This is an optimization exercise on Yosys and OpenROAD, whose aim is small area, a short achievable clock period and few clock cycles, not a production implementation.
The RTL was checked by simulation tests, not by an equivalence proof against the original design.
In every run shown here, the design's own scripts or RTL, not TritonCTS, make the clock network.
No driver is modelled on the clock port, so clock power and skew are understated where the tree is cut down; a real chip needs a root buffer or a tree.
Power is estimated from default activity; no workload was simulated.

<file path="flow/flow/run.sh">
#!/bin/bash
# The standard layout (the standard.sh, unchanged synthesis), with:
#  - port buffers of a plain buffer cell (buf_2) instead of the delay buffer
#    buffer_ports picks by default;
#  - flip-flops that drive output ports sized up to drive strength 2 after
#    floorplan (flow/outflops.tcl, the POST_FLOORPLAN hook);
#  - a two-level clock tree built by flow/cts_tree.tcl (run as the PRE_CTS
#    hook of the standard CTS step) in place of clock_tree_synthesis;
#  - timing repair aimed at a tighter setup margin, so that the layout is
#    optimised towards a shorter achieved period (the SDC is unchanged).
set -euo pipefail
bash standard.sh \
  "BUFFER_PORTS_ARGS=-buffer_cell sky130_fd_sc_hd__buf_2" \
  "POST_FLOORPLAN_TCL=$PWD/flow/outflops.tcl" \
  "PRE_CTS_TCL=$PWD/flow/cts_tree.tcl" \
  SETUP_SLACK_MARGIN=5.8 \
  finish > standard_flow.log 2>&1
</file>
<file path="flow/flow/cts_tree.tcl">
set tree_block [ord::get_db_block]
set tree_db [ord::get_db]
set tree_buf [$tree_db findMaster sky130_fd_sc_hd__clkbuf_16]
set tree_clk [$tree_block findNet clk]

set tree_sinks {}
foreach it [$tree_clk getITerms] {
  set inst [$it getInst]
  set loc [$inst getLocation]
  lappend tree_sinks [list $it [lindex $loc 0] [lindex $loc 1]]
}
puts "cts_tree: [llength $tree_sinks] clock sinks"

proc tree_split { items n idx } {
  set items [lsort -integer -index $idx $items]
  set total [llength $items]
  set out {}
  for { set g 0 } { $g < $n } { incr g } {
    set lo [expr { ($g * $total) / $n }]
    set hi [expr { (($g + 1) * $total) / $n - 1 }]
    lappend out [lrange $items $lo $hi]
  }
  return $out
}

proc tree_center { items } {
  set sx 0
  set sy 0
  foreach s $items {
    set sx [expr { $sx + [lindex $s 1] }]
    set sy [expr { $sy + [lindex $s 2] }]
  }
  set n [llength $items]
  return [list [expr { $sx / $n }] [expr { $sy / $n }]]
}

set li 0
set si 0
foreach strip [tree_split $tree_sinks 4 1] {
  set l1 [odb::dbInst_create $tree_block $tree_buf "cts_l1_$si"]
  set l1net [odb::dbNet_create $tree_block "cts_l1net_$si"]
  $l1net setSigType CLOCK
  [$l1 findITerm A] connect $tree_clk
  [$l1 findITerm X] connect $l1net
  set xs {}
  set ys {}
  foreach grp [tree_split $strip 4 2] {
    set leaf [odb::dbInst_create $tree_block $tree_buf "cts_leaf_$li"]
    set lnet [odb::dbNet_create $tree_block "cts_leafnet_$li"]
    $lnet setSigType CLOCK
    [$leaf findITerm A] connect $l1net
    [$leaf findITerm X] connect $lnet
    foreach s $grp {
      set it [lindex $s 0]
      $it disconnect
      $it connect $lnet
    }
    set c [tree_center $grp]
    $leaf setLocation [lindex $c 0] [lindex $c 1]
    $leaf setPlacementStatus PLACED
    lappend xs [lindex $c 0]
    lappend ys [lindex $c 1]
    incr li
  }
  set cx 0
  set cy 0
  foreach x $xs y $ys {
    set cx [expr { $cx + $x }]
    set cy [expr { $cy + $y }]
  }
  $l1 setLocation [expr { $cx / [llength $xs] }] [expr { $cy / [llength $ys] }]
  $l1 setPlacementStatus PLACED
  incr si
}
puts "cts_tree: $si first-level and $li leaf buffers"

# The tree is built: clock_tree_synthesis only has to mark the clock
# propagated.
rename clock_tree_synthesis cts_tree_unused
proc clock_tree_synthesis { args } {
  set_propagated_clock [all_clocks]
}
</file>
<file path="flow/flow/outflops.tcl">
# Flip-flops that drive output ports start at drive strength 2 (same cell
# type as synthesis gave them, only a stronger size), so the ports see a
# fast clock-to-output path.
set of_block [ord::get_db_block]
set of_n 0
foreach inst [$of_block getInsts] {
  set m [[$inst getMaster] getName]
  if { $m == "sky130_fd_sc_hd__dfxtp_1" || $m == "sky130_fd_sc_hd__dfrtp_1" } {
    set q [$inst findITerm Q]
    set net [$q getNet]
    if { $net != "NULL" && [llength [$net getBTerms]] > 0 } {
      regsub {_1$} $m {_2} m2
      replace_cell [$inst getName] $m2
      incr of_n
    }
  }
}
puts "outflops: $of_n flip-flops driving ports set to drive strength 2"
</file>
<file path="flow/standard.sh">
#!/bin/bash
# synth_recipe.tcl (not shown) runs the flow's synth.tcl, then flattens the netlist and writes it again
# the make line also repeats each setting of config.mk as NAME=value (left out here)
make -C /OpenROAD-flow-scripts/flow DESIGN_CONFIG=/design/flow/config.mk WORK_HOME=/design/flow/orfs CLKGATE_MAP_FILE= SYNTH_SCRIPT=/design/flow/synth_recipe.tcl "${@:-finish}"
</file>
<file path="flow/config.mk">
export PLATFORM = sky130hd
export DESIGN_NAME = frequency_generation_stage
export DESIGN_NICKNAME = frequency_generation_stage
export VERILOG_FILES = /design/flow/design.v
export SDC_FILE = /design/flow/constraint.sdc
export NUM_CORES = 4
export LEC_CHECK = 0
export CAP_MARGIN = 20
export CORE_MARGIN = 2
export CORE_UTILIZATION = 40
export PLACE_DENSITY = 0.6
export SLEW_MARGIN = 20
</file>
<file path="flow/constraint.sdc">
create_clock -name core_clock -period 8.5 [get_ports {clk}]
set_input_delay 1.7000 -clock core_clock [delete_from_list [all_inputs] [get_ports {clk}]]
set_output_delay 1.7000 -clock core_clock [all_outputs]
set_load 0.01 [all_outputs]
</file>
<file path="flow/design.v">
module stream_sorter_oets #(
    parameter SYMBOLS = 16,
    parameter FREQ_WIDTH = 16,
    parameter SYMBOL_WIDTH = 5
)(
    input wire clk,
    input wire reset,
    input wire [SYMBOL_WIDTH-1:0] symbol_in,
    input wire valid_in,
    output wire ready_in,
    output wire [SYMBOLS*FREQ_WIDTH-1:0] sorted_frequencies_flat,
    output wire [SYMBOLS*SYMBOL_WIDTH-1:0] sorted_symbol_flat,
    output reg sorted_done
);
    localparam N = 16;
    localparam W = FREQ_WIDTH;
    reg [W-1:0] cnt [0:N-1];
    reg [3:0]   tag [0:N-1];
    reg         val_r;         
    reg [4:0]   sym_r;
    reg [3:0]   ph;            
    reg [4:0]   nph;           
    reg         any_in;        
    reg [4:0]   idle_cnt;      
    assign ready_in = 1'b1;
    wire sorted = nph[4] & (ph == 4'd0);
    wire sort = ~val_r & ~sorted;       
    wire hit = val_r & ~sym_r[4];
    function gt16;
        input [W-1:0] a;
        input [W-1:0] b;
        reg [W-1:0] g, e;
        integer i, span;
        begin
            g = a & ~b;
            e = ~(a ^ b);
            for (span = 1; span < W; span = span * 2)
                for (i = 0; i < W; i = i + 2 * span) begin
                    g[i] = g[i + span] | (e[i + span] & g[i]);
                    e[i] = e[i + span] & e[i];
                end
            gt16 = g[0];
        end
    endfunction
    function [W-1:0] incr;
        input [W-1:0] a;
        input en;
        reg c;
        integer b;
        begin
            c = en;
            for (b = 0; b < W; b = b + 1) begin
                if (b % 2 == 0)
                    c = en & (&(a | ~((1 << b) - 1)));
                incr[b] = a[b] ^ c;
                c = c & a[b];
            end
        end
    endfunction
    reg [N/2-1:0] sw;          
    reg [N-1:0]   match;
    reg [N-1:0]   s_keep, s_l1, s_l2;
    reg [W-1:0]   cnt_d [0:N-1];
    reg [3:0]     tag_d [0:N-1];
    reg [W-1:0]   own;
    integer p, k;
    always @* begin
        for (k = 0; k < N/2; k = k + 1)
            sw[k] = gt16(cnt[2*k], cnt[2*k+1]) & ~(ph[0] && ph[3:1] == k);
        for (p = 0; p < N; p = p + 1)
            match[p] = hit & (tag[p] == sym_r[3:0]);
        for (k = 0; k < N/2; k = k + 1) begin
            s_keep[2*k+1] = ~reset & ~(sort & ~sw[k]);
            s_l1[2*k+1]   = ~reset & sort & ~sw[k];
            s_l2[2*k+1]   = 1'b0;
            s_keep[(2*k+2)%N] = ~reset & ~sort;
            s_l1[(2*k+2)%N]   = ~reset & sort & ~sw[k];
            s_l2[(2*k+2)%N]   = ~reset & sort & sw[k];
        end
        for (p = 0; p < N; p = p + 1) begin
            own = incr(cnt[p], match[p]);
            cnt_d[p] = ({W{s_keep[p]}} & own)
                     | ({W{s_l1[p]}} & cnt[(p + N - 1) % N])
                     | ({W{s_l2[p]}} & cnt[(p + N - 2) % N]);
            tag_d[p] = ({4{s_keep[p]}} & tag[p])
                     | ({4{s_l1[p]}} & tag[(p + N - 1) % N])
                     | ({4{s_l2[p]}} & tag[(p + N - 2) % N])
                     | ({4{reset}} & p);
        end
    end
    always @(posedge clk) begin
        for (p = 0; p < N; p = p + 1) begin
            cnt[p] <= cnt_d[p];
            tag[p] <= tag_d[p];
        end
        sym_r <= symbol_in;
    end
    always @(posedge clk or posedge reset) begin
        if (reset) begin
            val_r <= 1'b0;
            ph <= 4'd0;
            nph <= 5'd16;
            any_in <= 1'b0;
            idle_cnt <= 5'd0;
            sorted_done <= 1'b0;
        end else begin
            val_r <= valid_in;
            if (sort)
                ph <= ph + 4'd1;
            if (hit)
                nph <= 5'd0;
            else if (sort && !nph[4])
                nph <= nph + 5'd1;
            if (valid_in) begin
                any_in <= 1'b1;
                idle_cnt <= 5'd0;
            end else if (idle_cnt != 5'd31) begin
                idle_cnt <= idle_cnt + 5'd1;
            end
            if (!valid_in && any_in && idle_cnt >= 5'd19 && sorted)
                sorted_done <= 1'b1;
        end
    end
    genvar q;
    generate
        for (q = 0; q < N; q = q + 1) begin : g_out
            assign sorted_frequencies_flat[q*W +: W] = cnt[q];
            assign sorted_symbol_flat[q*SYMBOL_WIDTH +: SYMBOL_WIDTH] = {1'b0, tag[q]};
        end
    endgenerate
endmodule
module frequency_generation_stage #(
    parameter SYMBOL_WIDTH = 5,     
    parameter FREQ_WIDTH = 16,      
    parameter NUM_CELLS = 16        
) (
    input  wire clk,
    input  wire reset,
    input  wire [SYMBOL_WIDTH-1:0] symbol_in,   
    input  wire valid_in,                       
    output wire ready_in,                       
    output wire [NUM_CELLS*FREQ_WIDTH-1:0] sorted_frequencies,   
    output wire [NUM_CELLS*SYMBOL_WIDTH-1:0] sorted_symbols,     
    output wire sorted_done                     
);
    stream_sorter_oets #(
        .SYMBOLS(NUM_CELLS),
        .FREQ_WIDTH(FREQ_WIDTH),
        .SYMBOL_WIDTH(SYMBOL_WIDTH)
    ) sorter_inst (
        .clk(clk),
        .reset(reset),
        .symbol_in(symbol_in),
        .valid_in(valid_in),
        .ready_in(ready_in),
        .sorted_frequencies_flat(sorted_frequencies),
        .sorted_symbol_flat(sorted_symbols),
        .sorted_done(sorted_done)
    );
endmodule
</file>
==> results of run 1 <==
[how the worst max path moves through the flow]
stage / slack, ps / to / cells past startpoint / startpoint
floorplan: 5800 / sorter_inst.cnt[6][11]$_DFF_P_ / 6 / reset
global placement: 4300 / sorter_inst.cnt[13][2]$_DFF_P_ / 6 / reset
detailed placement: 4240 / sorter_inst.tag[13][1]$_DFF_P_ / 6 / reset
CTS: 5800 / sorter_inst.cnt[13][11]$_DFF_P_ / 7 / reset
global route: 5640 / sorter_inst.cnt[6][14]$_DFF_P_ / 11 / sorter_inst.sym_r[1]$_DFF_P_
finish: 5800 / sorted_frequencies[0] / 1 / sorter_inst.cnt[0][0]$_DFF_P_
[synth_stat cells, types with 15 or more instances]
library cell,count
dfxtp_1,325
nor2_1,132
inv_1,154
nand3_1,92
a32o_1,19
nand4_1,37
xor2_1,108
a22o_1,17
a211oi_1,23
dfrtp_1,16
ha_1,253
mux2i_1,94
a32oi_1,20
a21oi_1,147
xnor2_1,81
nand3b_1,24
and3_1,64
clkbuf_1,103
o211ai_1,22
buf_4,21
nor4_1,36
a221o_1,23
nand2_1,149
o31ai_1,19
o32ai_1,16
o21ai_0,117
buf_2,32
o311ai_0,32
nor2b_1,15
nor3_1,70
[cell families (layout without fill, tap and decap cells)]
logic type,count (synthesis),count (layout)
AOI/OAI and AO/OA,518,519
DFF,342,342
and+or+nand+nor,658,662
muxes,94,94
xor gates and xnor gates,189,189
other,2,17
adders and majority gates,253,253
buffers and inverters,316,555
[routing by layer]
| metal | up-vias | routed length [um] | track usage |
|---|---|---|---|
| met5 | - | 13 | 0 |
| met4 | 2 | 2340 | 0.0707 |
| met3 | 114 | 5030 | 0.0263 |
| met2 | 859 | 35000 | 0.438 |
| met1 | 9551 | 32900 | 0.365 |
| li1 | 9072 | - | - |
[final cells by class]
class                   instances  area (um^2)
repair buffers                381         2330
multi-input cells            1734        13100
inverters                     154          588
plain buffers                  20          500
well taps                     680          851
flip-flops and latches        342         7360
fillers                      4925        26700
[state kept, by name (all words and copies together), names as in the netlist]
| register | cells |
|---|---|
| sorter_inst.idle_cnt | 5 |
| sorter_inst.any_in | 1 |
| sorter_inst.tag | 64 |
| sorter_inst.ph | 4 |
| sorter_inst.val_r | 1 |
| sorter_inst.cnt | 256 |
| sorter_inst.sorted_done | 1 |
| sorter_inst.nph | 5 |
| sorter_inst.sym_r | 5 |
[timing repair]
item | in CTS | in global routing
resized for setup | 63 | 46
cloned | 6 | 3
hold buffers | 0 | 0
buffers inserted | 13 | 11
setup endpoints to repair | 311 | 191
pin swaps | 6 | 14
[metrics by stage]
stage	total power [W]	area [um^2]	hold slack [ps]
2_1_floorplan	0.00323	20900	440
5_1_grt	0.00521	24700	506
3_5_place_dp	0.00386	23300	459
4_1_cts	0.00489	24300	482
3_3_place_gp	0.00382	23300	452
6_report	0.00497	24700	483
[power groups by stage]
| stage | registers [W] | clock network (W) | logic, W |
|---|---|---|---|
| 2_1_floorplan | 0.00207 | 0 | 0.00116 |
| 3_3_place_gp | 0.00216 | 0 | 0.00166 |
| 3_5_place_dp | 0.00217 | 0 | 0.00170 |
| 4_1_cts | 0.00213 | 0.000996 | 0.00177 |
| 5_1_grt | 0.00216 | 0.00104 | 0.00200 |
| 6_report | 0.00214 | 0.000984 | 0.00184 |
==> metrics.cfg, run 1 <==
[sta]
setup_ws_ps=5800
fin_skew_ps=13.2
rsz0062_at_grt=yes
fin_crit_sh=0.318
slew_viol_final=0
slew_headroom=0.479
worst_slew_pin_slew_ps=779
hold_violations=0
period_needed_ps=2700
setup_tns_ps=0
setup_viol=0
fmax_ghz=0.370

[placement]
dpl.hpwl_um=52500
port_buffers=328
place.gp.congestion=0.918
place_inst=3258
preCtsSetupSlack_ps=4240

[cells_and_area]
layoutNonFillerInstCount=3311
n_antenna_cell=0
area_delta_synth_final_pct=18.5
drive_gt1_frac=0.303
finalNetCount=2894
fin_util=0.480
most-common-layout-cells=327 x buf_2, 309 x dfxtp_2, 253 x ha_1, 151 x inv_1, 147 x a21oi_1
final_common_cell=buf_2

[critical_path]
startpoint_type=flip-flop
r2r_start=sorter_inst.sym_r[1]$_DFF_P_
r2r_end=sorter_inst.cnt[1][15]$_DFF_P_
end_kind=output port
critical_path.slowest_cell=dfxtp_2
critical_path_class=flip-flop to output port
path_buf_inv=1
crit_family=flip-flops
cp.arrival_ps=1000
critPathMaxFanout=7
cp.required_ps=6800
path_cells=buf_2
max_stage_delay_ps=480
reg2reg_depth=11
reg2reg_slack_ps=5850

[global_routing]
grt_pass1_vias=18600
grt_max_degree=96
antenna_found_initial=2
track_usage=0.264
grt_pass1_wl_um=113000
grt-ovfl-total=0

[floorplan]
die_area_mm2=0.0540
die_h_um=232
initial_utilization=0.405
row_count=83
ioPinCount=346
coreArea_mm2=0.0514
die_w_um=232

[yosys]
synthDistinctLibCells=63
async_flop_share=0.0497
syn_inst=2372
ys_seq_area_frac=0.333
synth_compound_area_frac=0.170
avgSynthCellArea_um2=8.79
netlist_area_mm2=0.0208
synth_area_leaders=dfxtp_1 31%, ha_1 15%, xor2_1 4.5%
synth_top_area_frac=0.312
synthXorXnorAreaFrac=0.0794
synth-simple-area-share=0.157
synth_top_family_by_area=compound AO/OA/AOI/OAI gates
yosysTopAreaCell=dfxtp_1
ys.flop_type=dfxtp_1
synth_fa_ha_area_frac=0.152
yosysWarnings=5
ys_ff_latch=342
synth_edf_count=0
synthMuxAreaShare=0.0451

[power_and_ir_drop]
p_leak_nw=11.4
p_int_w=0.00293
powerDensity_mw_per_mm2=201
pwr-share-comb=0.371
p_sw_w=0.00204
ir_drop_uv=254
netSwitchingFraction=0.410
p_seq_frac=0.431
p_clk_frac=0.198

[min_path]
hold_class=flip-flop to flip-flop
whs_endpoint=sorter_inst.any_in$_DFFE_PP0P_
min_from=sorter_inst.any_in$_DFFE_PP0P_
hold_depth=1

[run_status]
outcome=complete, no violations

[route]
drt_first_pass_iters=5
wl_um=75300
wl_per_cell_um=22.7
avgViaCountPerCell=5.92
drcViolationCount=0
drt_iter0_markers=1832
vias=19600
ant_nets=0

[run]
cap_violations=0

[clock_network]
clk_pin_slew_ps=100
clock_latency_ps=340

Testbench counts, summed over its fixed seeds: cycles 29,972.
==> run 2: changes to the inputs <==
--- a/flow/flow/run.sh
+++ b/flow/flow/run.sh
@@ -14,4 +14,4 @@
   "POST_FLOORPLAN_TCL=$PWD/flow/outflops.tcl" \
   "PRE_CTS_TCL=$PWD/flow/cts_tree.tcl" \
-  SETUP_SLACK_MARGIN=5.8 \
+  SETUP_SLACK_MARGIN=5.9 \
   finish > standard_flow.log 2>&1
==> run 2 against run 1 <==
Net effect:
- area after synthesis did not move
- global-route usage rose by 2.2 points
- largest cell class unchanged
- critical endpoint is now sorter_inst.cnt[4][15]$_DFF_P_
- fmax rose by 2.7%
- core utilization rose by 5.0 points
- critical path depth rose by 11
- still clean
- clock power barely moved
- die area did not move
==> metrics.cfg, run 2 <==
[run_status]
outcome=complete, no violations

[yosys]
synth_compound_area_frac=0.170
synth_common_cells=325 x dfxtp_1, 253 x ha_1, 154 x inv_1, 149 x nand2_1, 147 x a21oi_1
yosysWarnings=5
ys_seq_area_frac=0.333
avgSynthCellArea_um2=8.79
yosysTopAreaCell=dfxtp_1
synthDistinctLibCells=63
ys.flop_type=dfxtp_1
synth_area_leaders=dfxtp_1 31%, ha_1 15%, xor2_1 4.5%
synth_top_family_by_area=compound AO/OA/AOI/OAI gates
netlist_area_mm2=0.0208
synth-simple-area-share=0.157
synth_edf_count=0
synth_fa_ha_area_frac=0.152
async_flop_share=0.0497
synthXorXnorAreaFrac=0.0794
ys_ff_latch=342
synthMuxAreaShare=0.0451
synth.most_common_cell=dfxtp_1
synth_top_area_frac=0.312
syn_inst=2372

[run]
cap_violations=0

[floorplan]
die_w_um=232
row_count=83
die_h_um=232
die_area_mm2=0.0540
ioPinCount=346
coreArea_mm2=0.0514
initial_utilization=0.405

[sta]
fmax_ghz=0.380
whs_ps=485
hold_violations=0
fin_crit_sh=0.310
worst_slew_pin_slew_ps=941
setup_tns_ps=0
fin_skew_ps=19.6
rsz0062_at_grt=yes
period_needed_ps=2630
slew_headroom=0.371
slew_viol_final=0
setup_viol=0

[cells_and_area]
most-common-layout-cells=281 x buf_2, 252 x ha_1, 211 x dfxtp_4, 194 x buf_4, 151 x inv_1
area_delta_synth_final_pct=30.7
top_regs=sorter_inst.cnt: 256 flops, sorter_inst.tag: 64 flops
finalInstanceArea_mm2=0.0272
fillCellCount=4769
largest_reg_flops=256
top_register=sorter_inst.cnt
finalNetCount=3061
final_common_cell=buf_2
drive_gt1_frac=0.358
n_antenna_cell=0

[route]
wl_um=82800
drcViolationCount=0
avgViaCountPerCell=5.96
vias=20700
ant_nets=0
drt_iter0_markers=1696
wl_per_cell_um=23.8
drt_first_pass_iters=6

[placement]
dpl.hpwl_um=52700
dpl_cell_area_mm2=0.0233
place.gp.congestion=0.915
port_buffers=328

[global_routing]
grt_pass1_vias=19200
grt_max_degree=85
track_usage=0.286
grt-ovfl-total=0
antenna_found_initial=2
grt_pass1_wl_um=120000

[clock_network]
clock_latency_ps=340
postCtsHoldBufs=0
clk_pin_slew_ps=90

[critical_path]
startpoint_type=flip-flop
startpoint=sorter_inst.sym_r[1]$_DFF_P_
r2r_end=sorter_inst.cnt[4][15]$_DFF_P_
reg2reg_depth=12
r2r_start=sorter_inst.sym_r[1]$_DFF_P_
end_kind=flip-flop
cp.required_ps=8770
reg2reg_slack_ps=5870
critical_path_class=flip-flop to flip-flop
critPathMaxFanout=8
cp.arrival_ps=2900

[power_and_ir_drop]
ir_drop_uv=230
powerDensity_mw_per_mm2=195
p_leak_nw=12.5

[min_path]
hold_class=flip-flop to flip-flop
whs_endpoint=sorter_inst.any_in$_DFFE_PP0P_
hold_depth=1
min_from=sorter_inst.any_in$_DFFE_PP0P_

run 2: cell counts after synthesis:
Identical to the previous run, type by type.
run 2: worst max-delay path, cell delays in order (launching register included):
cell and delay [ps]:
dfxtp_2 350, buf_12 150, clkinvlp_4 150, buf_6 160
a221o_1 370, nor4_2 290, and3_1 250, and3_4 190
and3_4 190, ha_4 120, xor2_1 130, o21ai_1 80
a21oi_1 120
run 2: repair_timing:
| action | in CTS | in global routing |
|---|---|---|
| pin swaps | 9 | 26 |
| setup buffers | 108 | 80 |
| endpoints found under the setup margin | 503 | 326 |
| gates cloned | 8 | 5 |
| gates resized for setup | 245 | 195 |
run 2: where the power goes:
group / internal [W] / total, W / switching, W
Combinational: 0.000923 / 0.00225 / 0.00133
Clock: 0.000426 / 0.000981 / 0.000555
Sequential: 0.00180 / 0.00209 / 0.000297
run 2: metrics by stage:
| stage | setup WS, ps | std cells | util | total power (W) |
|---|---|---|---|---|
| floorplan | 5880 | 2387 | - | 0.00323 |
| global placement | 4370 | 3257 | 0.454 | 0.00381 |
| detailed placement | 4330 | 3257 | 0.454 | 0.00386 |
| CTS | 5830 | 3393 | 0.499 | 0.00499 |
| global route | 5770 | 3478 | 0.530 | 0.00557 |
| finish | 5870 | 3478 | 0.530 | 0.00533 |
run 2: cell families after synthesis:
| kind of cell | Yosys count |
|---|---|
| AOI/OAI and AO/OA | 518 |
| xor gates and xnor gates | 189 |
| adders and majority gates | 253 |
| buffers and inverters | 316 |
| DFF | 342 |
| muxes | 94 |
| other | 2 |
| and+or+nand+nor | 658 |
run 2: how the worst max path moves through the flow:
| stage | endpoint | slack (ps) | cells after the start |
|---|---|---|---|
| after floorplan | sorter_inst.tag[4][3]$_DFF_P_ | 5880 | 5 |
| after global placement | sorter_inst.cnt[13][2]$_DFF_P_ | 4370 | 6 |
| after detailed placement | sorter_inst.cnt[13][10]$_DFF_P_ | 4330 | 6 |
| after CTS | sorter_inst.cnt[5][9]$_DFF_P_ | 5830 | 7 |
| after global routing | sorter_inst.cnt[4][15]$_DFF_P_ | 5770 | 12 |
| final | sorter_inst.cnt[4][15]$_DFF_P_ | 5870 | 12 |
run 2: cell type report:
class	instances	area (um^2)	area share
Multi-Input combinational cell	1733	13300	0.490
Sequential cell	342	7870	0.289
Timing Repair Buffer	549	4100	0.151
Tap cell	680	851	0.0312
Inverter	154	588	0.0216
Buffer	20	500	0.0184
run 2: layer usage:
metal	global-route usage	wire [um]	up-vias
li1	-	-	9428
met1	0.387	34900	10200
met2	0.459	37600	961
met3	0.0486	7040	154
met4	0.0952	3140	4
met5	0	27	-
==> run 3: changes to the inputs <==
--- a/flow/flow/run.sh
+++ b/flow/flow/run.sh
@@ -14,4 +14,4 @@
   "POST_FLOORPLAN_TCL=$PWD/flow/outflops.tcl" \
   "PRE_CTS_TCL=$PWD/flow/cts_tree.tcl" \
-  SETUP_SLACK_MARGIN=5.9 \
+  SETUP_SLACK_MARGIN=5.75 \
   finish > standard_flow.log 2>&1
==> run 3 against run 2 <==
Net effect:
- cell area shrank 8.7%
- worst hold slack lost 2.9 ps
- power shrank 6.3%
- largest power group is now sequential cells
- sequential share of layout area grew 0.65 points
==> metrics.cfg, run 3 <==
[clock_network]
clk_pin_slew_ps=100
clock_latency_ps=340
postCtsHoldBufs=0

[yosys]
syn_inst=2372
ys.flop_type=dfxtp_1
yosysTopAreaCell=dfxtp_1
synth.most_common_cell=dfxtp_1
synth_edf_count=0
synthDistinctLibCells=63
synth_top_area_frac=0.312
synth_area_leaders=dfxtp_1 31%, ha_1 15%, xor2_1 4.5%
ys_ff_latch=342
yosysWarnings=5
netlist_area_mm2=0.0208
ys_seq_area_frac=0.333
async_flop_share=0.0497
avgSynthCellArea_um2=8.79
synth_common_cells=325 x dfxtp_1, 253 x ha_1, 154 x inv_1, 149 x nand2_1, 147 x a21oi_1

[floorplan]
die_w_um=232
row_count=83
ioPinCount=346
die_h_um=232
die_area_mm2=0.0540
coreArea_mm2=0.0514
initial_utilization=0.405

[sta]
worst_slew_pin_slew_ps=757
whs_ps=482
fin_skew_ps=16.4
slew_headroom=0.495
setup_viol=0
period_needed_ps=2700
fmax_ghz=0.370
fin_crit_sh=0.318
rsz0062_at_grt=yes
hold_violations=0
slew_viol_final=0
setup_tns_ps=0
setup_ws_ps=5800

[critical_path]
reg2reg_depth=9
cp.required_ps=6800
critical_path_class=flip-flop to output port
end_kind=output port
critPathMaxFanout=6
path_buf_inv=1
cp.arrival_ps=1000
crit_family=flip-flops
critical_path.slowest_cell=dfxtp_2
startpoint_type=flip-flop
path_cells=buf_2
crit_cells=1
max_stage_delay_ps=480
startpoint=sorter_inst.cnt[8][8]$_DFF_P_
reg2reg_slack_ps=5810
r2r_start=sorter_inst.cnt[15][11]$_DFF_P_

[global_routing]
grt_pass1_vias=18900
track_usage=0.269
grt_pass1_wl_um=115000
grt_max_degree=88
antenna_found_initial=1
grt-ovfl-total=0

[cells_and_area]
n_antenna_cell=0
drive_gt1_frac=0.306
largest_reg_flops=256
final_common_cell=buf_2
most-common-layout-cells=327 x buf_2, 320 x dfxtp_2, 253 x ha_1, 151 x inv_1, 147 x a21oi_1
finalNetCount=2904
top_regs=sorter_inst.cnt: 256 flops, sorter_inst.tag: 64 flops
area_delta_synth_final_pct=19.3
top_register=sorter_inst.cnt

[power_and_ir_drop]
ir_drop_uv=188
p_leak_nw=11.4
powerDensity_mw_per_mm2=201

[min_path]
min_from=sorter_inst.any_in$_DFFE_PP0P_
hold_depth=1
hold_class=flip-flop to flip-flop

[placement]
port_buffers=328
place.gp.congestion=0.882
dpl.hpwl_um=52800
preCtsSetupSlack_ps=3480

[route]
wl_per_cell_um=23.2
ant_nets=0
wl_um=77000
avgViaCountPerCell=5.95
drcViolationCount=0
vias=19700
drt_iter0_markers=1696
drt_first_pass_iters=6

[run_status]
outcome=complete, no violations

[run]
cap_violations=0

[run 3: cell count changes in the layout (fill, tap and decap cells not counted), sizes merged]
cell    before  now
buf        539  381
clkbuf      25   27
nand2b      13   12
[run 3: final timing paths]
path	endpoint
worst max-delay path	sorted_frequencies[136]
worst min-delay path	sorter_inst.any_in$_DFFE_PP0P_
worst max register to register	sorter_inst.cnt[15][7]$_DFF_P_
worst min register to register	sorter_inst.any_in$_DFFE_PP0P_
max in group asynchronous	sorter_inst.nph[4]$_DFFE_PP1P_
min in group asynchronous	sorter_inst.ph[3]$_DFFE_PP0P_
[run 3: routing by layer]
layer,wire (um),part of all wire,track usage,vias to the layer above
met2,35500,0.46,0.442,819
met5,0,0,0,-
li1,-,-,-,9096
met3,5570,0.072,0.0273,130
met4,2350,0.030,0.0725,0
met1,33600,0.44,0.373,9701
[run 3: stage by stage]
stage / std cells / utilization / cell area, um^2 / total power, W
after floorplan: 2387 / - / 20900 / 0.00323
after global placement: 3257 / 0.454 / 23300 / 0.00381
after detailed placement: 3257 / 0.454 / 23300 / 0.00385
after CTS: 3303 / 0.475 / 24400 / 0.00489
after global routing: 3321 / 0.484 / 24900 / 0.00525
final: 3321 / 0.484 / 24900 / 0.00499
[run 3: final cells by class]
type	instances	area, um^2
Fill cell	4951	26500
Multi-Input combinational cell	1732	13000
Sequential cell	342	7340
Timing Repair Buffer	393	2550
Tap cell	680	851
Inverter	154	602
Buffer	20	500
[run 3: kinds of logic (layout without fill, tap and decap cells)]
| family | Yosys count | in the layout | synth area share |
|---|---|---|---|
| XOR/XNOR | 189 | 189 | 0.0794 |
| AND/OR/NAND/NOR | 658 | 660 | 0.157 |
| multiplexers | 94 | 94 | 0.0451 |
| other | 2 | 17 | 0.000360 |
| AO/OA/AOI/OAI | 518 | 519 | 0.170 |
| adder cells (fa/ha/maj) | 253 | 253 | 0.152 |
| flip-flops | 342 | 342 | 0.333 |
| buffers and inverters | 316 | 567 | 0.0637 |
[run 3: where the power goes]
| part | leakage, nW | total [W] | internal [W] | switching, W |
|---|---|---|---|---|
| clock | 0.246 | 0.000970 | 0.000426 | 0.000544 |
| sequential | 2.97 | 0.00215 | 0.00181 | 0.000337 |
| combinational | 8.22 | 0.00187 | 0.000728 | 0.00115 |
[run 3: timing repair]
item	in CTS	in global routing
setup endpoints to repair	305	207
pin swaps	5	7
gates resized for setup	60	43
buffers inserted	18	13
gates cloned	8	5
==> run 4: changes to the inputs <==
--- a/flow/flow/run.sh
+++ b/flow/flow/run.sh
@@ -14,4 +14,4 @@
   "POST_FLOORPLAN_TCL=$PWD/flow/outflops.tcl" \
   "PRE_CTS_TCL=$PWD/flow/cts_tree.tcl" \
-  SETUP_SLACK_MARGIN=5.75 \
+  SETUP_SLACK_MARGIN=5.85 \
   finish > standard_flow.log 2>&1
==> run 4 against run 3 <==
Net effect:
- worst setup slack better by 50 ps
- sequential share of layout area up 0.62 points
- first-iteration DRC count decreased by 4.1%
- highest routed layer is now met5
- power up 0.98%
- largest power group unchanged
- critical path type unchanged
- global-route usage shrank 0.36 points
==> metrics.cfg, run 4 <==
[route]
drt_first_pass_iters=5
drcViolationCount=0
wl_um=76100
vias=19600
avgViaCountPerCell=5.90
ant_nets=0
drt_iter0_markers=1627
wl_per_cell_um=22.9

[critical_path]
critical_path_class=flip-flop to output port
cp.arrival_ps=950
cp.required_ps=6800
startpoint_type=flip-flop
max_stage_delay_ps=450
crit_family=flip-flops
startpoint=sorter_inst.cnt[12][11]$_DFF_P_
critPathMaxFanout=6
end_kind=output port
path_cells=buf_2
r2r_start=sorter_inst.sym_r[3]$_DFF_P_
critical_path.slowest_cell=dfxtp_2
path_buf_inv=1

[yosys]
avgSynthCellArea_um2=8.79
ys_ff_latch=342
syn_inst=2372
synth_top_area_frac=0.312
synth_edf_count=0
async_flop_share=0.0497
yosysWarnings=5
synthDistinctLibCells=63
synth_area_leaders=dfxtp_1 31%, ha_1 15%, xor2_1 4.5%
ys_seq_area_frac=0.333
ys.flop_type=dfxtp_1
yosysTopAreaCell=dfxtp_1
netlist_area_mm2=0.0208
synth.most_common_cell=dfxtp_1
synth_common_cells=325 x dfxtp_1, 253 x ha_1, 154 x inv_1, 149 x nand2_1, 147 x a21oi_1

[sta]
setup_tns_ps=0
fmax_ghz=0.377
setup_viol=0
hold_violations=0
worst_slew_pin_slew_ps=737
period_needed_ps=2650
slew_viol_final=0
fin_crit_sh=0.312
slew_headroom=0.506
rsz0062_at_grt=yes
whs_ps=485
fin_skew_ps=15.7

[floorplan]
initial_utilization=0.405
coreArea_mm2=0.0514
die_w_um=232
die_area_mm2=0.0540
row_count=83
die_h_um=232
ioPinCount=346

[global_routing]
grt_pass1_vias=18500
grt_max_degree=100
grt-ovfl-total=0
antenna_found_initial=1
grt_pass1_wl_um=113000
track_usage=0.265

[cells_and_area]
n_antenna_cell=0
finalNetCount=2901
drive_gt1_frac=0.313
top_register=sorter_inst.cnt
final_common_cell=buf_2
top_regs=sorter_inst.cnt: 256 flops, sorter_inst.tag: 64 flops
largest_reg_flops=256
most-common-layout-cells=327 x buf_2, 253 x ha_1, 218 x dfxtp_2, 151 x inv_1, 147 x a21oi_1
area_delta_synth_final_pct=20.9
fin_util=0.490

[placement]
place.gp.congestion=0.911
dpl.hpwl_um=52300
port_buffers=328

[power_and_ir_drop]
p_leak_nw=11.5
ir_drop_uv=156
finalPower_w=0.00504
powerDensity_mw_per_mm2=200

[min_path]
hold_class=flip-flop to flip-flop
min_from=sorter_inst.any_in$_DFFE_PP0P_

[clock_network]
clock_latency_ps=340
clk_pin_slew_ps=90

[run_status]
outcome=complete, no violations

[run]
cap_violations=0

-- run 4: cell counts after synthesis --
No cell type changed its count.
-- run 4: timing repair --
item / 4_1_cts / 5_1_grt
resized for setup: 130 / 102
setup endpoints to repair: 390 / 231
gates cloned: 5 / 4
hold buffers: 0 / 0
buffers inserted: 17 / 16
pin swaps: 7 / 15
-- run 4: kinds of logic (layout without fill, tap and decap cells) --
kind of cell / Yosys count / count (layout) / synth area share
buf+inv: 316 / 564 / 0.0637
other cells: 2 / 17 / 0.000360
fa+ha+maj: 253 / 253 / 0.152
mux: 94 / 94 / 0.0451
compound gates: 518 / 518 / 0.170
xor+xnor: 189 / 189 / 0.0794
simple gates: 658 / 661 / 0.157
flops: 342 / 342 / 0.333
-- run 4: layout make-up --
cell class	instances	area, um^2
inverter	154	588
fill	4894	26200
sequential	342	7590
timing repair buffer	390	2500
buffer	20	500
multi-input combinational	1732	13200
tap	680	851
-- run 4: final timing paths --
path                       slack [ps]                               to  depth (start not counted)
max                              5850          sorted_frequencies[203]                          1
min                               490   sorter_inst.any_in$_DFFE_PP0P_                          1
max reg2reg                      5920  sorter_inst.cnt[12][15]$_DFF_P_                         11
min reg2reg                       490   sorter_inst.any_in$_DFFE_PP0P_                          1
max in group asynchronous        6610   sorter_inst.nph[4]$_DFFE_PP1P_                          3
min in group asynchronous        1610   sorter_inst.nph[2]$_DFFE_PP0P_                          3
-- run 4: through the flow --
step | cell area [um^2] | setup WS (ps) | std cells
floorplan | 21000 | 5850 | 2387
global placement | 23300 | 4380 | 3256
detailed placement | 23300 | 4330 | 3256
CTS | 24600 | 5850 | 3298
global route | 25200 | 5700 | 3318
finish | 25200 | 5850 | 3318
-- run 4: metal layers --
| metal | track usage | vias to the layer above | part of all wire |
|---|---|---|---|
| met5 | 0 | - | 0.00011 |
| met4 | 0.0855 | 2 | 0.034 |
| met3 | 0.0253 | 120 | 0.066 |
| met2 | 0.435 | 734 | 0.47 |
| met1 | 0.365 | 9614 | 0.43 |
| li1 | - | 9095 | - |
-- run 4: power by group --
part / switching (W) / internal (W)
Sequential: 0.000338 / 0.00180
Combinational: 0.00118 / 0.000750
Clock: 0.000551 / 0.000426
==> run 5: changes to the inputs <==
--- a/flow/flow/run.sh
+++ b/flow/flow/run.sh
@@ -14,4 +14,4 @@
   "POST_FLOORPLAN_TCL=$PWD/flow/outflops.tcl" \
   "PRE_CTS_TCL=$PWD/flow/cts_tree.tcl" \
-  SETUP_SLACK_MARGIN=5.85 \
+  SETUP_SLACK_MARGIN=5.8 \
   finish > standard_flow.log 2>&1
--- a/flow/config.mk
+++ b/flow/config.mk
@@ -8,5 +8,5 @@
 export CAP_MARGIN = 20
 export CORE_MARGIN = 2
-export CORE_UTILIZATION = 40
-export PLACE_DENSITY = 0.6
+export CORE_UTILIZATION = 50
+export PLACE_DENSITY = 0.7
 export SLEW_MARGIN = 20
==> run 5 against run 4 <==
Net effect:
- critical path depth rose by 9
- register-to-register slack got worse by 140 ps
- core utilization rose by 12 points
- global-route usage rose by 5.1 points
- sequential power barely moved
- routed wire length fell by 3.8%
- power fell by 1.5%
- cell area fell by 1.3%
- flip-flop and latch count did not move
- sequential share of layout area fell by 0.59 points
- die area fell by 20%
- fmax fell by 2.4%
==> metrics.cfg, run 5 <==
[min_path]
whs_endpoint=sorter_inst.any_in$_DFFE_PP0P_
min_from=sorter_inst.any_in$_DFFE_PP0P_
hold_depth=1
hold_class=flip-flop to flip-flop

[floorplan]
die_h_um=208
ioPinCount=346
row_count=74
coreArea_mm2=0.0410
die_area_mm2=0.0433
initial_utilization=0.508
die_w_um=208

[critical_path]
r2r_start=sorter_inst.cnt[1][5]$_DFF_P_
cp.arrival_ps=2940
reg2reg_slack_ps=5780
end_kind=flip-flop
startpoint_type=flip-flop
cp.required_ps=8720
critPathMaxFanout=10
r2r_end=sorter_inst.cnt[2][11]$_DFF_P_
critical_path_class=flip-flop to flip-flop
reg2reg_depth=10

[yosys]
synth_area_leaders=dfxtp_1 31%, ha_1 15%, xor2_1 4.5%
netlist_area_mm2=0.0208
synth_edf_count=0
ys.flop_type=dfxtp_1
yosysWarnings=5
synth_common_cells=325 x dfxtp_1, 253 x ha_1, 154 x inv_1, 149 x nand2_1, 147 x a21oi_1
ys_seq_area_frac=0.333
synthDistinctLibCells=63
async_flop_share=0.0497
avgSynthCellArea_um2=8.79
ys_ff_latch=342
synth_top_area_frac=0.312
syn_inst=2372
synth.most_common_cell=dfxtp_1
yosysTopAreaCell=dfxtp_1

[run]
cap_violations=0

[power_and_ir_drop]
powerDensity_mw_per_mm2=200
ir_drop_uv=217
p_leak_nw=11.5
finalPower_w=0.00496

[cells_and_area]
drive_gt1_frac=0.312
final_common_cell=buf_2
multi_input_area_mm2=0.0131
ff_latch_area_mm2=0.00735
most-common-layout-cells=327 x buf_2, 316 x dfxtp_2, 253 x ha_1, 151 x inv_1
top_register=sorter_inst.cnt
n_antenna_cell=0
finalNetCount=2913
layoutNonFillerInstCount=3182
top_regs=sorter_inst.cnt: 256 flops, sorter_inst.tag: 64 flops
area_delta_synth_final_pct=19.3
fillCellCount=3593
largest_reg_flops=256

[sta]
fin_skew_ps=11.7
rsz0062_at_grt=yes
slew_viol_final=0
period_needed_ps=2720
hold_violations=0
setup_viol=0
setup_tns_ps=0
worst_slew_pin_slew_ps=698
slew_headroom=0.534
whs_ps=484
fmax_ghz=0.368
fin_crit_sh=0.320

[run_status]
outcome=complete, no violations

[route]
drt_iter0_markers=1957
drt_first_pass_iters=5
drcViolationCount=0
ant_nets=0
avgViaCountPerCell=6.26
wl_um=73200
vias=19900
wl_per_cell_um=23.0

[global_routing]
antenna_found_initial=0
grt_pass1_vias=18700
grt_pass1_wl_um=110000
grt-ovfl-total=0
grt_max_degree=87
track_usage=0.316

[clock_network]
postCtsHoldBufs=0
clock_latency_ps=340
clk_pin_slew_ps=90

[placement]
dpl.hpwl_um=49400
port_buffers=328
place.gp.congestion=0.951
place_inst=3108

==> run 5: changes by cell type in the layout (fill, tap and decap cells not counted), sizes merged <==
cell	change
and2	+1
inv	+1
a31oi	+1
buf	+4
nand2	+1
bufbuf	+5
clkbuf	-1
==> run 5: worst max-delay path, stage by stage (launching register included) <==
cell      delay [ps]
dfxtp_4          380
inv_1             60
ha_1             300
a211oi_2         280
o21ai_0          140
o211ai_1         420
a22oi_2          150
buf_6            180
buf_4            150
and2_4           210
a221o_1          320
==> run 5: where the power goes <==
| part | internal, W | switching, W |
|---|---|---|
| sequential | 0.00181 | 0.000318 |
| combinational | 0.000706 | 0.00116 |
| clock | 0.000425 | 0.000540 |
==> run 5: area by class of cell <==
type / count / share of cell area
plain buffers: 20 / 0.0201
inverters: 154 / 0.0242
multi-input cells: 1735 / 0.527
flip-flops and latches: 342 / 0.295
well taps: 532 / 0.0268
repair buffers: 398 / 0.106
repair inverters: 1 / 0.000352
==> run 5: per-stage QoR <==
step	area, um^2	worst slack, ps	utilization
CTS	24400	5760	0.595
floorplan	20900	5800	-
global route	24900	5740	0.606
detailed placement	23100	3530	0.564
global placement	23100	3630	0.564
finish	24900	5780	0.606
==> run 5: metal layers <==
metal,vias up,part of all wire,track usage
met3,140,0.079,0.0406
met5,-,0,0
li1,9099,-,-
met2,923,0.46,0.518
met4,0,0.035,0.103
met1,9756,0.42,0.432
==> run 5: logic make-up after synthesis <==
logic type,after synthesis,synth area share
AND/OR/NAND/NOR,658,0.157
flip-flops,342,0.333
XOR/XNOR,189,0.0794
buffers and inverters,316,0.0637
adder cells (fa/ha/maj),253,0.152
other,2,0.000360
AO/OA/AOI/OAI,518,0.170
multiplexers,94,0.0451
==> run 5: worst max-delay path by stage <==
stage                                  start                              to  slack [ps]  cells after the start
6_report       sorter_inst.cnt[1][5]$_DFF_P_  sorter_inst.cnt[2][11]$_DFF_P_        5780                     10
5_1_grt        sorter_inst.cnt[1][5]$_DFF_P_  sorter_inst.cnt[2][11]$_DFF_P_        5740                     10
3_3_place_gp                           reset   sorter_inst.tag[2][1]$_DFF_P_        3630                      7
3_5_place_dp                           reset  sorter_inst.cnt[2][11]$_DFF_P_        3530                      7
2_1_floorplan                          reset  sorter_inst.cnt[6][11]$_DFF_P_        5800                      6
4_1_cts        sorter_inst.ph[0]$_DFFE_PP0P_   sorter_inst.cnt[6][0]$_DFF_P_        5760                      8
==> run 5: repair_timing <==
| item | in CTS | in global routing |
|---|---|---|
| pin swaps | 6 | 8 |
| buffers inserted | 18 | 20 |
| cloned | 13 | 3 |
| resized for setup | 67 | 53 |
| setup endpoints to repair | 330 | 209 |
==> run 6: changes to the inputs <==
--- a/flow/flow/run.sh
+++ b/flow/flow/run.sh
@@ -7,5 +7,5 @@
 #  - a two-level clock tree built by flow/cts_tree.tcl (run as the PRE_CTS
 #    hook of the standard CTS step) in place of clock_tree_synthesis;
-#  - timing repair aimed at a tighter setup margin, so that the layout is
+#  - timing repair free to change cell footprints, and aimed at a tighter setup margin, so that the layout is
 #    optimised towards a shorter achieved period (the SDC is unchanged).
 set -euo pipefail
@@ -14,4 +14,4 @@
   "POST_FLOORPLAN_TCL=$PWD/flow/outflops.tcl" \
   "PRE_CTS_TCL=$PWD/flow/cts_tree.tcl" \
-  SETUP_SLACK_MARGIN=5.8 \
+  SETUP_SLACK_MARGIN=5.8 MATCH_CELL_FOOTPRINT=0 \
   finish > standard_flow.log 2>&1
--- a/flow/config.mk
+++ b/flow/config.mk
@@ -8,5 +8,5 @@
 export CAP_MARGIN = 20
 export CORE_MARGIN = 2
-export CORE_UTILIZATION = 50
-export PLACE_DENSITY = 0.7
+export CORE_UTILIZATION = 40
+export PLACE_DENSITY = 0.6
 export SLEW_MARGIN = 20
==> run 6 against run 5 <==
Net effect:
- area after synthesis is the same
- sequential share of layout area grew 0.074 points
- largest cell class unchanged
- worst setup slack gained 23 ps
- register-to-register slack gained 110 ps
- die area grew 24%
- still clean on timing, DRC and antenna
==> metrics.cfg, run 6 <==
[global_routing]
grt_pass1_vias=18500
track_usage=0.267
antenna_found_initial=1
grt-ovfl-total=0
grt_pass1_wl_um=113000
grt_max_degree=81

[yosys]
yosysWarnings=5
synth-simple-area-share=0.157
ys_seq_area_frac=0.333
synth_top_area_frac=0.312
netlist_area_mm2=0.0208
synth.most_common_cell=dfxtp_1
async_flop_share=0.0497
synth_area_leaders=dfxtp_1 31%, ha_1 15%, xor2_1 4.5%
synth_top_family_by_area=compound AO/OA/AOI/OAI gates
synthMuxAreaShare=0.0451
synth_edf_count=0
synth_compound_area_frac=0.170
ys_ff_latch=342
syn_inst=2372
avgSynthCellArea_um2=8.79
synthXorXnorAreaFrac=0.0794
ys.flop_type=dfxtp_1
yosysTopAreaCell=dfxtp_1
synthDistinctLibCells=63
synth_fa_ha_area_frac=0.152
synth_common_cells=325 x dfxtp_1, 253 x ha_1, 154 x inv_1, 149 x nand2_1, 147 x a21oi_1

[sta]
setup_tns_ps=0
rsz0062_at_grt=yes
fin_crit_sh=0.317
setup_viol=0
hold_violations=0
slew_headroom=0.440
slew_viol_final=0
worst_slew_pin_slew_ps=837
period_needed_ps=2700
setup_ws_ps=5800
fin_skew_ps=20.1
fmax_ghz=0.371
whs_ps=480

[min_path]
hold_class=flip-flop to flip-flop
whs_endpoint=sorter_inst.any_in$_DFFE_PP0P_
min_from=sorter_inst.any_in$_DFFE_PP0P_
hold_depth=1

[critical_path]
reg2reg_depth=10
r2r_end=sorter_inst.cnt[13][14]$_DFF_P_
end_kind=output port
path_cells=buf_2
critPathMaxFanout=6
critical_path_class=flip-flop to output port
cp.required_ps=6800
r2r_start=sorter_inst.sym_r[2]$_DFF_P_
critical_path.slowest_cell=dfxtp_2
max_stage_delay_ps=480
path_buf_inv=1
reg2reg_slack_ps=5890
cp.arrival_ps=1000
crit_family=flip-flops
startpoint_type=flip-flop

[route]
ant_nets=0
wl_per_cell_um=22.9
avgViaCountPerCell=5.91
vias=19600
drt_iter0_markers=1748
drcViolationCount=0
drt_first_pass_iters=6
wl_um=76100

[cells_and_area]
area_delta_synth_final_pct=19.2
n_antenna_cell=0
layoutNonFillerInstCount=3325
top_register=sorter_inst.cnt
most-common-layout-cells=327 x buf_2, 313 x dfxtp_2, 253 x ha_1, 151 x inv_1, 147 x a21oi_1
largest_reg_flops=256
drive_gt1_frac=0.311
final_common_cell=buf_2
finalNetCount=2908
top_regs=sorter_inst.cnt: 256 flops, sorter_inst.tag: 64 flops

[floorplan]
die_area_mm2=0.0540
ioPinCount=346
coreArea_mm2=0.0514
die_w_um=232
initial_utilization=0.405
row_count=83
die_h_um=232

[power_and_ir_drop]
p_leak_nw=11.4
netSwitchingFraction=0.410
pwr-share-comb=0.376
p_seq_frac=0.429
ir_drop_uv=189
p_sw_w=0.00205
p_clk_frac=0.195
powerDensity_mw_per_mm2=201
p_int_w=0.00295

[run_status]
outcome=complete, no violations

[run]
cap_violations=0

[placement]
port_buffers=328
preCtsSetupSlack_ps=3590
dpl.hpwl_um=52600
place_inst=3257
place.gp.congestion=0.920

[clock_network]
clk_pin_slew_ps=90
clock_latency_ps=340
postCtsHoldBufs=0

run 6: cell counts after synthesis:
Identical to the previous run, type by type.
run 6: worst max-delay path by stage:
stage / from / to / slack, ps / cells past startpoint
floorplan: reset / sorter_inst.tag[13][0]$_DFF_P_ / 5800 / 5
global placement: reset / sorter_inst.cnt[13][3]$_DFF_P_ / 3640 / 6
detailed placement: reset / sorter_inst.cnt[13][15]$_DFF_P_ / 3590 / 6
CTS: sorter_inst.sym_r[3]$_DFF_P_ / sorter_inst.cnt[10][15]$_DFF_P_ / 5800 / 11
global route: sorter_inst.sym_r[1]$_DFF_P_ / sorter_inst.cnt[10][15]$_DFF_P_ / 5740 / 12
finish: sorter_inst.cnt[0][11]$_DFF_P_ / sorted_frequencies[11] / 5800 / 1
run 6: repair_timing:
item / CTS / global route
gates resized for setup: 72 / 58
gates cloned: 9 / 2
pin swaps: 11 / 6
setup endpoints to repair: 330 / 169
buffers inserted: 22 / 15
run 6: cell type report:
| cell class | count | area, um^2 |
|---|---|---|
| Sequential cell | 342 | 7360 |
| Timing Repair Buffer | 394 | 2430 |
| Tap cell | 680 | 851 |
| Fill cell | 4951 | 26600 |
| Buffer | 20 | 500 |
| Multi-Input combinational cell | 1735 | 13100 |
| Inverter | 154 | 593 |
run 6: cells by family (layout without fill, tap and decap cells):
kind of cell,after synthesis,in the layout
AO/OA/AOI/OAI,518,520
AND/OR/NAND/NOR,658,662
XOR/XNOR,189,189
other,2,17
flip-flops,342,342
multiplexers,94,94
buffers and inverters,316,568
adder cells (fa/ha/maj),253,253
run 6: per-layer routing:
metal / vias up / share of wire / global-route usage
met5: - / 0.00017 / 0
met4: 2 / 0.042 / 0.0992
met3: 140 / 0.066 / 0.0334
met2: 739 / 0.46 / 0.430
met1: 9646 / 0.44 / 0.364
li1: 9114 / - / -
run 6: power by group through the flow:
stage	Sequential [W]	Clock, W	Combinational [W]
after CTS	0.00213	0.000987	0.00181
after global routing	0.00216	0.00104	0.00204
after global placement	0.00217	0	0.00165
after detailed placement	0.00217	0	0.00169
final	0.00214	0.000974	0.00188
after floorplan	0.00207	0	0.00116
run 6: metrics by stage:
step / total power (W) / cell area, um^2 / utilization
finish: 0.00500 / 24900 / 0.483
CTS: 0.00493 / 24400 / 0.475
detailed placement: 0.00386 / 23300 / 0.454
global placement: 0.00381 / 23300 / 0.454
floorplan: 0.00323 / 20900 / -
global route: 0.00524 / 24900 / 0.483

## port drivers added, routing unchanged
The results above use ideal ports. As a check the final layouts listed here were re-extracted and re-timed, cells and wires unchanged.
Step 1 (the two cells are an assumption about what drives the block):
set clk [get_ports {clk}]
set_driving_cell -lib_cell sky130_fd_sc_hd__clkbuf_16 $clk
set_driving_cell -lib_cell sky130_fd_sc_hd__buf_2 [delete_from_list [all_inputs] $clk]
Step 2 adds t to the input delays and takes it off the output delays; t is the mean of the earliest and latest rising clock arrival at the registers after step 1. Input paths then give back, and output paths get back, about the clock's delay inside the block.
Slacks: ideal ports / drivers / drivers and shift; pairs: ideal ports / drivers.
run	t, ns	setup WS [ns]	worst hold slack (ns)	clock arrival spread, ns	worst register clock-pin slew, ns
run 1	0.433	5.799 / 5.696 / 5.307	0.483 / 0.483 / 0.483	0.013 / 0.014	0.10 / 0.10
run 2	0.436	5.869 / 5.779 / 5.434	0.485 / 0.485 / 0.485	0.020 / 0.020	0.10 / 0.10
run 3	0.434	5.795 / 5.602 / 5.168	0.482 / 0.482 / 0.482	0.017 / 0.016	0.10 / 0.10
run 4	0.431	5.846 / 5.744 / 5.361	0.485 / 0.485 / 0.485	0.016 / 0.016	0.10 / 0.10
run 5	0.423	5.782 / 5.694 / 5.271	0.484 / 0.484 / 0.484	0.012 / 0.012	0.10 / 0.10
run 6	0.429	5.804 / 5.649 / 5.220	0.480 / 0.480 / 0.480	0.020 / 0.020	0.10 / 0.10
After both steps setup and hold are still met in every run listed. For run 3, which loses most, drivers alone change the setup slack by -0.193 ns; drivers and shift together by -0.627 ns.
